This is an optimization exercise on Yosys and OpenROAD, whose aim is small area, a short achievable clock period and few clock cycles per item, not a production implementation. The RTL was checked by simulation tests, not by an equivalence proof against the original design.

==> flow/design.v <==
module e203_muldiv (
  input         clk,
  input         rst_n,
  input         i_valid,
  output        i_ready,
  input  [2:0]  i_op,
  input  [31:0] i_rs1,
  input  [31:0] i_rs2,
  output        o_valid,
  input         o_ready,
  output [31:0] o_wdat
);
  function [5:0] bitlen;
    input [31:0] v;
    integer i;
    begin
      bitlen = 0;
      for (i = 0; i < 32; i = i + 1)
        if (v[i]) bitlen = i + 1;
    end
  endfunction
  function [2:0] bsel;
    input [2:0] b;
    begin
      bsel[2] = b[0] ^ b[1];
      bsel[1] = (b[2] & ~b[1] & ~b[0]) | (~b[2] & b[1] & b[0]);
      bsel[0] = b[2];
    end
  endfunction
  reg busy, done;
  wire start = i_valid & ~busy;
  assign o_valid = done;
  assign i_ready = done & o_ready;
  wire fin = done & o_ready;
  reg        isdiv, rop, qneg, anr, bz, dsub;
  reg [3:0]  osl, osh;     
  reg        dnorm, dfix;     
  reg [5:0]  cnt;
  reg [34:0] mc;           
  reg [33:0] pl;
  reg [33:0] acc;          
  reg [2:0]  s0, s1;       
  reg        p0, p1;       
  wire op_div = i_op[2];
  wire [32:0] xin = {(i_op[1:0] != 2'd3) & i_rs1[31], i_rs1};
  wire [32:0] yin = {(i_op[1] == 1'b0) & i_rs2[31], i_rs2};
  wire fx0 = (xin[32:8] == {25{xin[32]}}), fy0 = (yin[32:8] == {25{yin[32]}});
  wire fx1 = (xin[32:12] == {21{xin[32]}}), fy1 = (yin[32:12] == {21{yin[32]}});
  wire fx2 = (xin[32:16] == {17{xin[32]}}), fy2 = (yin[32:16] == {17{yin[32]}});
  wire swap = (fx0 & ~fy0) | (fx1 & ~fy1) | (fx2 & ~fy2);
  wire f0 = fx0 | fy0, f1 = fx1 | fy1, f2 = fx2 | fy2;
  wire [3:0] ohm = {~f2, f2 & ~f1, f1 & ~f0, f0};
  wire [32:0] mpl = swap ? xin : yin;
  wire [32:0] mcd = swap ? yin : xin;
  wire [33:0] tx = {34{xin[0]}} & {yin[32], yin};
  wire [33:0] ty = {34{yin[0]}} & {xin[32], xin};
  wire [33:0] t0 = swap ? tx : ty;
  wire [7:0] bx0 = {bsel({xin[2:1], 1'b0}), bsel(xin[4:2]), xin[2], xin[4]};
  wire [7:0] by0 = {bsel({yin[2:1], 1'b0}), bsel(yin[4:2]), yin[2], yin[4]};
  wire [7:0] bs0 = swap ? bx0 : by0;
  wire a_neg = ~i_op[0] & i_rs1[31];
  wire b_neg = ~i_op[0] & i_rs2[31];
  wire [31:0] ax = i_rs1 ^ {32{a_neg}};
  wire [31:0] bx = i_rs2 ^ {32{b_neg}};
  wire [5:0] ma_c = bitlen(ax);
  wire [5:0] mb_c = bitlen(bx);
  wire bzero = (i_rs2 == 32'd0);
  function [31:0] pfor;
    input [31:0] v;
    integer i;
    begin
      pfor[31] = v[31];
      for (i = 30; i >= 0; i = i - 1) pfor[i] = pfor[i + 1] | v[i];
    end
  endfunction
  wire [31:0] ta0 = pfor(ax), tb0 = pfor(bx);
  wire [32:0] ta = a_neg ? {ta0, 1'b1} : {1'b0, ta0};
  wire [32:0] tb = {1'b0, tb0};
  wire dskip = bzero | (|(tb & ~ta));
  wire [5:0] qs = pl[5:0] + {5'd0, anr} - pl[11:6];
  function [37:0] pp;
    input [2:0] s;
    input [34:0] x;
    reg [37:0] xe;
    begin
      xe = {{3{x[34]}}, x};
      pp = (({38{s[2]}} & xe) | ({38{s[1]}} & {xe[36:0], 1'b0})) ^ {38{s[0]}};
    end
  endfunction
  wire [37:0] ra = {{4{acc[33]}}, acc};
  wire [37:0] rb = pp(s0, mc);
  wire [37:0] rc = {pp(s1, mc), {2{s1[0]}}};    
  wire [37:0] sx = ra ^ rb ^ rc;
  wire [37:0] cx1 = {(ra[36:0] & rb[36:0]) | (ra[36:0] & rc[36:0]) | (rb[36:0] & rc[36:0]), p0};
  wire [37:0] sum = sx + cx1 + {37'd0, p1};
  wire acc_ok = (sum[37] == anr);       
  always @(posedge clk or negedge rst_n) begin
    if (!rst_n) begin
      busy <= 1'b0;
      done <= 1'b0;
    end else if (fin) begin
      busy <= 1'b0;
      done <= 1'b0;
    end else if (start) begin
      busy <= 1'b1;
      done <= op_div & dskip;
    end else if (busy & ~done) begin
      done <= isdiv ? (dfix ? 1'b1 : dnorm ? 1'b0 : (cnt == 6'd1) & ~(rop ? anr : qneg))
                    : (cnt == 6'd1);
    end
  end
  wire [4:0] mnext = pl[8:4];
  always @(posedge clk) begin
    if (start) begin
      isdiv <= op_div;
      rop <= i_op[1];
      bz <= bzero;
      qneg <= (a_neg ^ b_neg) & ~dskip;
      osl <= (i_op[1:0] == 2'd0) ? ohm : 4'b0000;
      osh <= (i_op[1:0] != 2'd0) ? ohm : 4'b0000;
      anr <= a_neg;
      dsub <= ~(a_neg ^ b_neg);
      if (op_div) begin
        dnorm <= ~dskip;
        dfix <= 1'b0;
        acc <= {{2{a_neg}}, i_rs1};
        mc <= {{3{b_neg}}, i_rs2};
        pl <= {22'd0, {mb_c, ma_c} & {12{~dskip}}};    
        s0 <= {2'b00, a_neg};
        s1 <= 3'b000;
        p0 <= 1'b0;
        p1 <= 1'b0;
      end else begin
        dnorm <= 1'b0;
        dfix <= 1'b0;
        cnt <= {2'b00, ohm[3], ohm[2], ohm[1] | ohm[0], ohm[1]};    
        acc <= {t0[33], t0[33:1]};
        mc <= {{2{mcd[32]}}, mcd};
        pl <= {t0[0], mpl[32:1], 1'b0};
        {s0, s1, p0, p1} <= bs0;
      end
    end else if (busy & ~done) begin
      if (isdiv) begin
        if (dnorm) begin
          dnorm <= 1'b0;
          cnt <= qs + 6'd1;
          mc <= mc << qs;
          pl <= 34'd0;
          acc <= sum[33:0];
          s0 <= {2'b10, dsub};
          p0 <= dsub;
          p1 <= 1'b0;
        end else if (dfix) begin
          acc <= sum[33:0];
        end else begin
          cnt <= cnt - 6'd1;
          mc <= {mc[34], mc[34:1]};
          if (cnt == 6'd1 & ~rop & qneg) acc <= 34'd0;
          else if (acc_ok) acc <= sum[33:0];
          pl <= {pl[32:0], acc_ok};
          if (cnt == 6'd1) begin
            dfix <= rop ? anr : qneg;
            mc <= {2'b00, pl[31:0], acc_ok};
            s0 <= rop ? 3'b000 : 3'b101;
            p0 <= ~rop;
            p1 <= rop;
          end
        end
      end else begin
        cnt <= cnt - 6'd1;
        acc <= sum[37:4];
        pl <= {sum[3:0], pl[33:4]};
        s0 <= bsel(mnext[2:0]);
        s1 <= bsel(mnext[4:2]);
        p0 <= mnext[2];
        p1 <= mnext[4];
      end
    end
  end
  wire [63:0] p0w = {{21{acc[33]}}, acc, pl[33:25]};
  wire [63:0] p1w = {{17{acc[33]}}, acc, pl[33:21]};
  wire [63:0] p2w = {{13{acc[33]}}, acc, pl[33:17]};
  wire [63:0] p3w = {acc[30:0], pl[33:1]};
  wire [31:0] mres = ({32{osl[0]}} & p0w[31:0]) | ({32{osl[1]}} & p1w[31:0])
                   | ({32{osl[2]}} & p2w[31:0]) | ({32{osl[3]}} & p3w[31:0])
                   | ({32{osh[0]}} & p0w[63:32]) | ({32{osh[1]}} & p1w[63:32])
                   | ({32{osh[2]}} & p2w[63:32]) | ({32{osh[3]}} & p3w[63:32]);
  wire [31:0] dres = (rop | qneg) ? acc[31:0] : (bz ? 32'hFFFFFFFF : pl[31:0]);
  assign o_wdat = isdiv ? dres : mres;
endmodule
Settings: LEC_CHECK=0, ABC_AREA=1, CAP_MARGIN=20, CORE_MARGIN=2, CORE_UTILIZATION=45, CTS_BUF_LIST=sky130_fd_sc_hd__clkbuf_8 sky130_fd_sc_hd__clkbuf_16, SLEW_MARGIN=20; clock period 11.0 ns.
standard.sh (not shown) runs the stock make flow with config.mk's settings and CLKGATE_MAP_FILE= SYNTH_SCRIPT=/design/flow/synth_recipe.tcl, a recipe that flattens the netlist after the stock synthesis.
==> flow/flow/run.sh <==
#!/bin/bash
# The standard layout (the standard.sh, unchanged synthesis) with three
# changes to how it is made:
#  - ports are buffered with a plain buffer (not a delay cell),
#  - the resizer may change a cell's drive strength even when that changes
#    the cell's width (MATCH_CELL_FOOTPRINT 0),
#  - timing repair aims for more setup slack than the design's clock needs.
set -euo pipefail
MARGIN=$(cat flow/margin.txt)
bash standard.sh SETUP_SLACK_MARGIN=$MARGIN MATCH_CELL_FOOTPRINT=0 \
  "BUFFER_PORTS_ARGS=-buffer_cell sky130_fd_sc_hd__buf_2" finish > run_make.log 2>&1
==> flow/flow/margin.txt <==
6.2
The baseline ran to the end with no violations.
Testbench counts at the start, summed over its fixed seeds: cycles 160,453, ops 24,000.
Then changed:
==> flow/flow/margin.txt (replaced) <==
6.0
Settings changed: CAP_MARGIN 20 to 5, PLACE_DENSITY set to 0.45, SLEW_MARGIN 20 to 5.
What happened: Worst setup slack got worse by 0.22 ns; design area goes down by 1.4%; hold slack improves by 0.022 ns; wire length went up by 1.8%; die area stays the same.
Then changed:
Settings changed: PLACE_DENSITY 0.45 to unset.
=> Worst setup slack improved by 0.078 ns. Count of clock-buffer cells in the layout does not change. Die area does not change.

==> separate check: timing with driven ports <==
In the flow no input, the clock included, has a driving cell. The finished layouts below were timed again as built, in two steps. Step 1, drivers: a clkbuf_16 drives clk and a buf_2 each remaining input, both assumed. Step 2 adds t to the input delays and takes it off the output delays; t is the mean of the earliest and latest rising clock arrival at the registers after step 1. Input paths then give back, and output paths get back, about the clock's delay inside the block. Three values: ideal, step 1, step 2; two values: the first two.
| run | t (ns) | setup WS [ns] | latest minus earliest clock arrival (ns) |
|---|---|---|---|
| the first run | 0.486 | 6.150 / 6.156 / 5.698 | 0.012 / 0.012 |
| the second run | 0.489 | 5.933 / 5.884 / 5.472 | 0.011 / 0.011 |
| the third run | 0.504 | 6.011 / 5.988 / 5.532 | 0.010 / 0.011 |
After both steps every run listed still meets setup and hold. For the third run, which loses most, drivers alone change the setup slack by -0.023 ns; drivers and shift together by -0.479 ns.
